What follows belongs to an exercise in optimizing a design on an open flow for small area, a short achievable clock period and few clock cycles; a production flow would make more cautious choices. No run shown here included a check of the RTL's function; only the layout flow was run. No driver is modelled on the clock port, so clocking that relies on it looks cheaper here than on a real chip.

==> flow/design.v, too long to show whole: its modules and the start of the top module <==
// module fa: 4 lines
// module addr3_27: 159 lines
// module addr3_29: 175 lines
// module add131: 1047 lines
// module add128: 1030 lines
// module addc0: 183 lines
// module carrycx: 40 lines
// module poly1305: 3103 lines
module poly1305(
  input rst_ni,
  input clk,
  input [127:0] r,
  input [127:0] s,
  input [127:0] m,
  input fb,
  input ld,
  input first,
  output [127:0] p,
  output rdy);
  // ...
==> flow/flow/run.sh <==
#!/bin/bash
# Standard layout (standard.sh), with two changes to how it is made:
#  - the port buffers are sky130_fd_sc_hd__buf_2 cells (every port is still buffered);
#  - extra setup repair passes (repair_timing) after placement and after CTS.
# Each tool's full output goes to its own log in this folder.
set -euo pipefail
R=orfs/results/sky130hd/poly1305/base
MARGIN=${REPAIR_MARGIN:-7}
export BUFFER_PORTS_ARGS="-buffer_cell sky130_fd_sc_hd__buf_2"
bash standard.sh synth > 1_synth.log 2>&1
bash standard.sh floorplan > 2_floorplan.log 2>&1
bash standard.sh place > 3_place.log 2>&1
STAGE_ODB=$R/3_place.odb STAGE_SDC=$R/3_place.sdc MARGIN=$MARGIN PAD=1 \
  openroad -exit -no_init flow/repair.tcl > 3_extra_repair.log 2>&1
bash standard.sh cts > 4_cts.log 2>&1
STAGE_ODB=$R/4_cts.odb STAGE_SDC=$R/4_cts.sdc MARGIN=$MARGIN PAD=1 PROPAGATED=1 \
  openroad -exit -no_init flow/repair.tcl > 4_extra_repair.log 2>&1
bash standard.sh finish > 5_finish.log 2>&1
==> flow/flow/repair.tcl <==
# Extra setup repair on a placed (or clock-tree) database, then re-legalize.
# env: STAGE_ODB, STAGE_SDC, MARGIN, PAD
read_liberty $::env(FLOW_HOME)/platforms/sky130hd/lib/sky130_fd_sc_hd__tt_025C_1v80.lib
read_db $::env(STAGE_ODB)
read_sdc $::env(STAGE_SDC)
source $::env(FLOW_HOME)/platforms/sky130hd/setRC.tcl
if {[info exists ::env(PROPAGATED)]} { set_propagated_clock [all_clocks] }
set_dont_use [list sky130_fd_sc_hd__probe_p_8 sky130_fd_sc_hd__probec_p_8 sky130_fd_sc_hd__lpflow_*]
estimate_parasitics -placement
report_worst_slack
report_design_area
repair_timing -setup -setup_margin $::env(MARGIN) -verbose
if {[info exists ::env(PROPAGATED)]} { repair_timing -hold -hold_margin 0.05 -verbose }
set_placement_padding -global -left $::env(PAD) -right $::env(PAD)
detailed_placement
check_placement -verbose
estimate_parasitics -placement
report_worst_slack
report_design_area
write_db $::env(STAGE_ODB)
==> flow/standard.sh <==
#!/bin/bash
# synth_recipe.tcl (not shown) runs the flow's synth.tcl, then flattens the netlist and writes it again
# the make line also repeats each setting of config.mk as NAME=value (left out here)
make -C /OpenROAD-flow-scripts/flow DESIGN_CONFIG=/design/flow/config.mk WORK_HOME=/design/flow/orfs CLKGATE_MAP_FILE= SYNTH_SCRIPT=/design/flow/synth_recipe.tcl "${@:-finish}"
==> flow/config.mk <==
export PLATFORM = sky130hd
export DESIGN_NAME = poly1305
export DESIGN_NICKNAME = poly1305
export VERILOG_FILES = /design/flow/design.v
export SDC_FILE = /design/flow/constraint.sdc
export NUM_CORES = 8
export LEC_CHECK = 0
export CAP_MARGIN = 50
export CELL_PAD_IN_SITES_DETAIL_PLACEMENT = 1
export CELL_PAD_IN_SITES_GLOBAL_PLACEMENT = 1
export CORE_MARGIN = 2
export CORE_UTILIZATION = 30
export GPL_ROUTABILITY_DRIVEN = 1
export PLACE_DENSITY = 0.45
export SETUP_SLACK_MARGIN = 5
export SLEW_MARGIN = 70
export SYNTH_HIERARCHICAL = 1
==> flow/constraint.sdc <==
create_clock -name core_clock -period 12.0 [get_ports {clk}]
set_input_delay 2.4000 -clock core_clock [delete_from_list [all_inputs] [get_ports {clk}]]
set_output_delay 2.4000 -clock core_clock [all_outputs]
set_load 0.01 [all_outputs]
==> reports/results.ini, run 1 <==
[status]
outcome = timing/DRC/antenna clean

[routing]
drt-initial-drc-count = 15610
wl_per_cell_um = 39.26
drtAntennaViolNets = 0
drc = 0

[sta]
maxSlewViolCount = 0
fin_crit_ps = 5035
setup_violations = 0

[cells_and_area]
nMultiInputCombCells = 7614
final_common_cell = fa_1
nonClkBufAreaFrac_pct = 7.410
final_cells = 14650
antenna_cells = 22
final_layout_size_suffix_gt1_share_pct = 19.61

[worst_setup_path]
crit_cells = 19
cp_max_fo = 5

[clocking]
path_clk_slew_ps = 60
cts_hold_buf = 0

[placement]
dpl-instance-area_um2 = 112900
place.gp.congestion = 0.9732

[hold_path]
hold_class = register to register

[die]
dieHeight_um = 585.1
die_x_um = 585.1

[global_routing]
grt_max_degree = 90

==> inputs of run 2 (changes only) <==
--- a/flow/flow/run.sh
+++ b/flow/flow/run.sh
@@ -1,12 +1,14 @@
 #!/bin/bash
 # Standard layout (standard.sh), with two changes to how it is made:
 #  - the port buffers are sky130_fd_sc_hd__buf_2 cells (every port is still buffered);
-#  - extra setup repair passes (repair_timing) after placement and after CTS.
+#  - extra setup repair passes (repair_timing) after placement and after CTS;
+#  - delay cells (clkdlybuf4s*, dlygate*, dlymetal*) are not used for buffering.
 # Each tool's full output goes to its own log in this folder.
 set -euo pipefail
 R=orfs/results/sky130hd/poly1305/base
 MARGIN=${REPAIR_MARGIN:-7}
 export BUFFER_PORTS_ARGS="-buffer_cell sky130_fd_sc_hd__buf_2"
+export DONT_USE_CELLS="sky130_fd_sc_hd__clkdlybuf4s15_1 sky130_fd_sc_hd__clkdlybuf4s15_2 sky130_fd_sc_hd__clkdlybuf4s18_1 sky130_fd_sc_hd__clkdlybuf4s18_2 sky130_fd_sc_hd__clkdlybuf4s25_1 sky130_fd_sc_hd__clkdlybuf4s25_2 sky130_fd_sc_hd__clkdlybuf4s50_1 sky130_fd_sc_hd__clkdlybuf4s50_2 sky130_fd_sc_hd__dlygate4sd1_1 sky130_fd_sc_hd__dlygate4sd2_1 sky130_fd_sc_hd__dlygate4sd3_1 sky130_fd_sc_hd__dlymetal6s2s_1 sky130_fd_sc_hd__dlymetal6s4s_1 sky130_fd_sc_hd__dlymetal6s6s_1"
 bash standard.sh synth > 1_synth.log 2>&1
 bash standard.sh floorplan > 2_floorplan.log 2>&1
 bash standard.sh place > 3_place.log 2>&1
--- a/flow/flow/repair.tcl
+++ b/flow/flow/repair.tcl
@@ -5,7 +5,7 @@
 read_sdc $::env(STAGE_SDC)
 source $::env(FLOW_HOME)/platforms/sky130hd/setRC.tcl
 if {[info exists ::env(PROPAGATED)]} { set_propagated_clock [all_clocks] }
-set_dont_use [list sky130_fd_sc_hd__probe_p_8 sky130_fd_sc_hd__probec_p_8 sky130_fd_sc_hd__lpflow_*]
+set_dont_use [list sky130_fd_sc_hd__probe_p_8 sky130_fd_sc_hd__probec_p_8 sky130_fd_sc_hd__lpflow_* sky130_fd_sc_hd__clkdlybuf4s* sky130_fd_sc_hd__dlygate* sky130_fd_sc_hd__dlymetal*]
 estimate_parasitics -placement
 report_worst_slack
 report_design_area
==> run 2 against run 1 <==
Critical path depth is the same. Still clean on timing, DRC and antenna. Via count fell by 0.18%. Wire length is 0.11% higher. Core utilization about the same. Critical endpoint unchanged. Largest cell class unchanged.
==> reports/results.ini, run 2 <==
[clocking]
root_buffer = clkbuf_16
cts_num_sinks = 878
tritoncts = built
path_clk_slew_ps = 60  ; about the same
clk_latency_ps = 900
cts_resized = 0
post_cts_buffers = 0
numCtsBuffers = 136
cts_hold_buf = 0  ; unchanged
cts-htree-levels = 4
cts_max_path_buffers = 4

[routing]
viasPerCell = 6.147
drtAntennaViolNets = 0  ; unchanged
highest_layer = met5
wl_um = 576000
num_vias = 90160
drc = 0  ; unchanged
wl_met3_um = 49390
m1WireLength_um = 229000
wl_met2_um = 258600
firstDrtPassIters = 15
drt-initial-drc-count = 15170  ; -2.8%
wl_per_cell_um = 39.27  ; about the same

[worst_setup_path]
r2r_slack_ps = 6980
crit_cells = 19  ; unchanged
crit_buf_inv = 1
cp-endpoint = M[53]
start_kind = register
slowest_stage = a311o_1
timing.rr.end = M[53]
r2r_start = A[24]
arrival_ps = 5820
required_ps = 12790
cp_slowest_stage_delay_ps = 460
cp-end-kind = register
cp_max_fo = 5  ; unchanged
r2r_cells = 19
worstSetupPathType = register to register
crit_chain = buf_4 -> ha_1 -> ha_1 -> a21o_1 -> a21o_1 -> a21oi_1 -> o21a_1 -> o21ai_0 -> or2_4 -> a311o_1 -> a221o_1 -> a21oi_1 -> xnor2_2 -> mux2i_1 -> nor2_1 -> a21oi_1 -> nor2_1 -> a21oi_1 -> o21ai_0
worst_path_dominant_cell_family = compound AO/OA/AOI/OAI gates
critPathLaunch = A[24]
cp_common_cell = a21oi_1

[global_routing]
grt_max_degree = 90  ; unchanged
track_usage_pct = 32.96
grt_overflow = 0
first_global_vias = 95780
grt_pass1_wl_um = 790900
grt_antenna_before_repair = 32

[cells_and_area]
regMostFlops = A
final_layout_size_suffix_gt1_share_pct = 19.56  ; -0.051 points
largest_reg_flops = 132
area_delta_synth_final_pct = 17.47
top_regs = A (132), M (128), HsN (124)
postLayoutCellArea_um2 = 119000
mostFrequentLayoutCells = fa_1, a222oi_1, ha_1
final_common_cell = fa_1
nets = 12750

[die]
num_rows = 213
pin_count = 518
core_area_um2 = 336300
dieArea_um2 = 342300
initial_core_util_pct = 30.12
die_x_um = 585.1  ; unchanged
dieHeight_um = 585.1  ; unchanged

[synth]
syn_inst = 9667
netlist_area_um2 = 101300
synth_area_per_cell_um2 = 10.48
yosysWarnings = 7

[sta]
finalHoldViolCount = 0
setup_violations = 0  ; unchanged
fin_crit_ps = 5024  ; -10.92 ps
skew_ps = 64.21
relSlewSlack_pct = 65.71
rsz0062_at_grt = false
fin_tns_setup_ps = 0
clock.fmax_mhz = 199.0
tightest_slew_ps = 509.0
maxSlewViolCount = 0  ; unchanged
period_share_pct = 41.87

[status]
outcome = timing/DRC/antenna clean

[hold_path]
hold_class = register to register

[placement]
dpl-instance-area_um2 = 112900  ; unchanged
place.gp.congestion = 0.9732  ; unchanged
dpl.hpwl_um = 443400
port_buffers = 495

[flow_run]
max-cap-violations = 0

[run 2: through the flow]
stage | setup slack (ps) | hold slack (ps) | util (%) | cells
2_1_floorplan | 7168 | 331.2 | - | 9776
3_3_place_gp | 5739 | 333.5 | 32.13 | 14060
3_5_place_dp | 6439 | 341.9 | 33.58 | 14300
4_1_cts | 6932 | 362.9 | 35.05 | 14570
5_1_grt | 6732 | 372.5 | 35.37 | 14650
6_report | 6976 | 360.6 | 35.38 | 14670
[run 2: cell type report]
cell class | count | area, um^2
antenna | 23 | 57.56
clock buffer | 191 | 3926
clock inverter | 52 | 631.9
fill | 36880 | 217400
inverter | 343 | 1290
multi-input combinational | 7614 | 79450
sequential | 878 | 19140
tap | 4515 | 5649
timing repair buffer | 1050 | 8832
[run 2: how the worst min path moves through the flow]
stage               depth (start not counted)  slack (ps)  start   end
global route                                0         370     f2  done
detailed placement                          0         340     f2  done
floorplan                                   0         330     f2  done
global placement                            0         330     f2  done
CTS                                         0         360     f2  done
finish                                      0         360     f2  done
[run 2: metal layers]
| layer | GRT usage [%] | vias up |
|---|---|---|
| li1 | - | 36650 |
| met1 | 42.46 | 47210 |
| met2 | 52.15 | 5227 |
| met3 | 6.150 | 1058 |
| met4 | 17.97 | 10 |
| met5 | 0.05604 | - |
==> inputs of run 3 (changes only) <==
--- a/flow/flow/run.sh
+++ b/flow/flow/run.sh
@@ -6,7 +6,7 @@
 # Each tool's full output goes to its own log in this folder.
 set -euo pipefail
 R=orfs/results/sky130hd/poly1305/base
-MARGIN=${REPAIR_MARGIN:-7}
+MARGIN=${REPAIR_MARGIN:-8}
 export BUFFER_PORTS_ARGS="-buffer_cell sky130_fd_sc_hd__buf_2"
 export DONT_USE_CELLS="sky130_fd_sc_hd__clkdlybuf4s15_1 sky130_fd_sc_hd__clkdlybuf4s15_2 sky130_fd_sc_hd__clkdlybuf4s18_1 sky130_fd_sc_hd__clkdlybuf4s18_2 sky130_fd_sc_hd__clkdlybuf4s25_1 sky130_fd_sc_hd__clkdlybuf4s25_2 sky130_fd_sc_hd__clkdlybuf4s50_1 sky130_fd_sc_hd__clkdlybuf4s50_2 sky130_fd_sc_hd__dlygate4sd1_1 sky130_fd_sc_hd__dlygate4sd2_1 sky130_fd_sc_hd__dlygate4sd3_1 sky130_fd_sc_hd__dlymetal6s2s_1 sky130_fd_sc_hd__dlymetal6s4s_1 sky130_fd_sc_hd__dlymetal6s6s_1"
 bash standard.sh synth > 1_synth.log 2>&1
==> run 3 against run 2 <==
Still clean on timing, DRC and antenna. Register-to-register slack improved by 210 ps. First-iteration DRC count rose by 4.0%. Critical path depth rose by 17. Critical endpoint is now M[62]. Highest routed layer unchanged.
==> reports/results.ini, run 3 <==
[worst_setup_path]
crit_buf_inv = 24  ; +23
cp_common_cell = buf_1
r2r_slack_ps = 7180  ; +210 ps
arrival_ps = 5580  ; -240 ps
slowest_stage = dfxtp_4
required_ps = 12770  ; -20 ps
timing.rr.end = M[62]
worstSetupPathType = register to register
r2r_start = M[60]
cp-end-kind = register
cp_slowest_stage_delay_ps = 430  ; -30 ps
worst_path_dominant_cell_family = buffers and inverters
r2r_cells = 36  ; +17
start_kind = register
cp_max_fo = 5  ; unchanged

[synth]
synth_area_per_cell_um2 = 10.48  ; unchanged
netlist_area_um2 = 101300  ; unchanged
syn_inst = 9667  ; unchanged
yosysWarnings = 7  ; unchanged

[sta]
fin_tns_setup_ps = 0  ; unchanged
fin_crit_ps = 4815  ; -208.6 ps
tightest_slew_ps = 517.9  ; +8.859 ps
clock.fmax_mhz = 207.7  ; +4.3%
skew_ps = 40.86  ; -23.35 ps
finalHoldViolCount = 0  ; unchanged
setup_violations = 0  ; unchanged
rsz0062_at_grt = false
maxSlewViolCount = 0  ; unchanged
period_share_pct = 40.13  ; -1.7 points
relSlewSlack_pct = 65.47  ; -0.23 points

[hold_path]
hp-start = f2
hold_class = register to register
whs_path_depth = 0  ; unchanged
min_to = done

[cells_and_area]
regMostFlops = A
final_layout_size_suffix_gt1_share_pct = 33.97  ; +14 points
largest_reg_flops = 132  ; unchanged
top_regs = A (132), M (128), HsN (124)
mostFrequentLayoutCells = a222oi_1, fa_1, fa_2
nets = 13520  ; +6.1%
area_delta_synth_final_pct = 31.06
final_common_cell = a222oi_1
fillCellCount = 36170  ; -1.9%

[clocking]
cts_num_sinks = 878  ; unchanged
path_clk_slew_ps = 60  ; about the same
numCtsBuffers = 134  ; -1.5%
cts_resized = 0  ; unchanged
cts_hold_buf = 0  ; unchanged
post_cts_buffers = 0  ; unchanged
cts_max_path_buffers = 4  ; unchanged
root_buffer = clkbuf_16
tritoncts = built
cts-htree-levels = 4  ; unchanged
clk_latency_ps = 860  ; -40 ps

[die]
num_rows = 213  ; unchanged
dieArea_um2 = 342300  ; unchanged
dieHeight_um = 585.1  ; unchanged
initial_core_util_pct = 30.12  ; unchanged
die_x_um = 585.1  ; unchanged
core_area_um2 = 336300  ; unchanged
pin_count = 518  ; unchanged

[routing]
drt-initial-drc-count = 15780  ; +4.0%
drtAntennaViolNets = 0  ; unchanged
drc = 0  ; unchanged
firstDrtPassIters = 17  ; +2
wl_per_cell_um = 39.69  ; +1.1%
wl_um = 612600  ; +6.4%
num_vias = 95030  ; +5.4%
viasPerCell = 6.156  ; +0.14%

[global_routing]
track_usage_pct = 35.07  ; +2.1 points
first_global_vias = 101800  ; +6.3%
grt_max_degree = 70  ; -22%
grt_overflow = 0  ; unchanged
grt_pass1_wl_um = 839300  ; +6.1%
grt_antenna_before_repair = 39  ; +22%

[placement]
port_buffers = 495  ; unchanged
dpl.hpwl_um = 443400  ; unchanged
place.gp.congestion = 0.9732  ; unchanged

[flow_run]
max-cap-violations = 0  ; unchanged

[status]
outcome = timing/DRC/antenna clean

[run 3: layout make-up]
type / count / area, um^2 / area share, %
Clock inverter: 49 / 621.8 / 0.4685
Sequential cell: 878 / 19460 / 14.66
Tap cell: 4515 / 5649 / 4.256
Timing Repair Buffer: 1826 / 15350 / 11.56
Inverter: 343 / 1336 / 1.007
Clock buffer: 191 / 3877 / 2.921
Multi-Input combinational cell: 7614 / 86400 / 65.09
Antenna cell: 21 / 52.55 / 0.03959
[run 3: worst max path at each step]
stage	from	end	depth (start not counted)
2_1_floorplan	first	D1N[10]	12
3_3_place_gp	A[13]	A[118]	16
3_5_place_dp	A[14]	M[127]	18
4_1_cts	A[18]	A[128]	20
5_1_grt	M[60]	M[62]	36
6_report	M[60]	M[62]	36
[run 3: layer usage]
layer	track usage (%)	routed length, um
met5	0.05604	62
met1	43.95	236500
met2	54.52	271500
met4	22.69	48520
met3	7.639	56120
[run 3: through the flow]
| stage | setup slack (ps) | utilization [%] | instances | instance area (um^2) | hold slack, ps |
|---|---|---|---|---|---|
| after floorplan | 7168 | - | 9776 | 101700 | 331.2 |
| after global placement | 5739 | 32.13 | 14060 | 108100 | 333.5 |
| after detailed placement | 6439 | 33.58 | 14300 | 112900 | 341.9 |
| after CTS | 7303 | 38.33 | 15110 | 128900 | 358.4 |
| after global routing | 6830 | 39.46 | 15430 | 132700 | 369.6 |
| final | 7185 | 39.47 | 15440 | 132700 | 357.0 |

==> static timing again, ports no longer ideal <==
In the flow no input, the clock included, has a driving cell. The finished layouts below were timed again as built, in two steps.
Step 1, drivers: a clkbuf_16 drives clk and a buf_2 each remaining input, both assumed.
Step 2, shift: input delay + t, output delay - t, t = (earliest + latest rising clock arrival at the registers) / 2. This alone moves slack from input paths to output paths.
a / b / c = ideal ports / drivers / drivers and shift; a / b = the first two.
run | t (ns) | setup slack, ns | hold WS [ns] | worst setup path at the end | clock arrival spread, ns
run 1 | 0.963 | 6.965 / 6.965 / 6.789 | 0.360 / 0.360 / 0.360 | input to register | 0.060 / 0.060
run 2 | 0.965 | 6.976 / 6.976 / 6.849 | 0.361 / 0.361 / 0.361 | input to register | 0.067 / 0.067
run 3 | 0.945 | 7.185 / 7.185 / 6.613 | 0.357 / 0.357 / 0.357 | input to register | 0.041 / 0.041
After both steps every run listed still meets setup and hold. The setup slack of run 3, which loses most, moves by 0.000 ns with the drivers and by -0.572 ns with both steps.
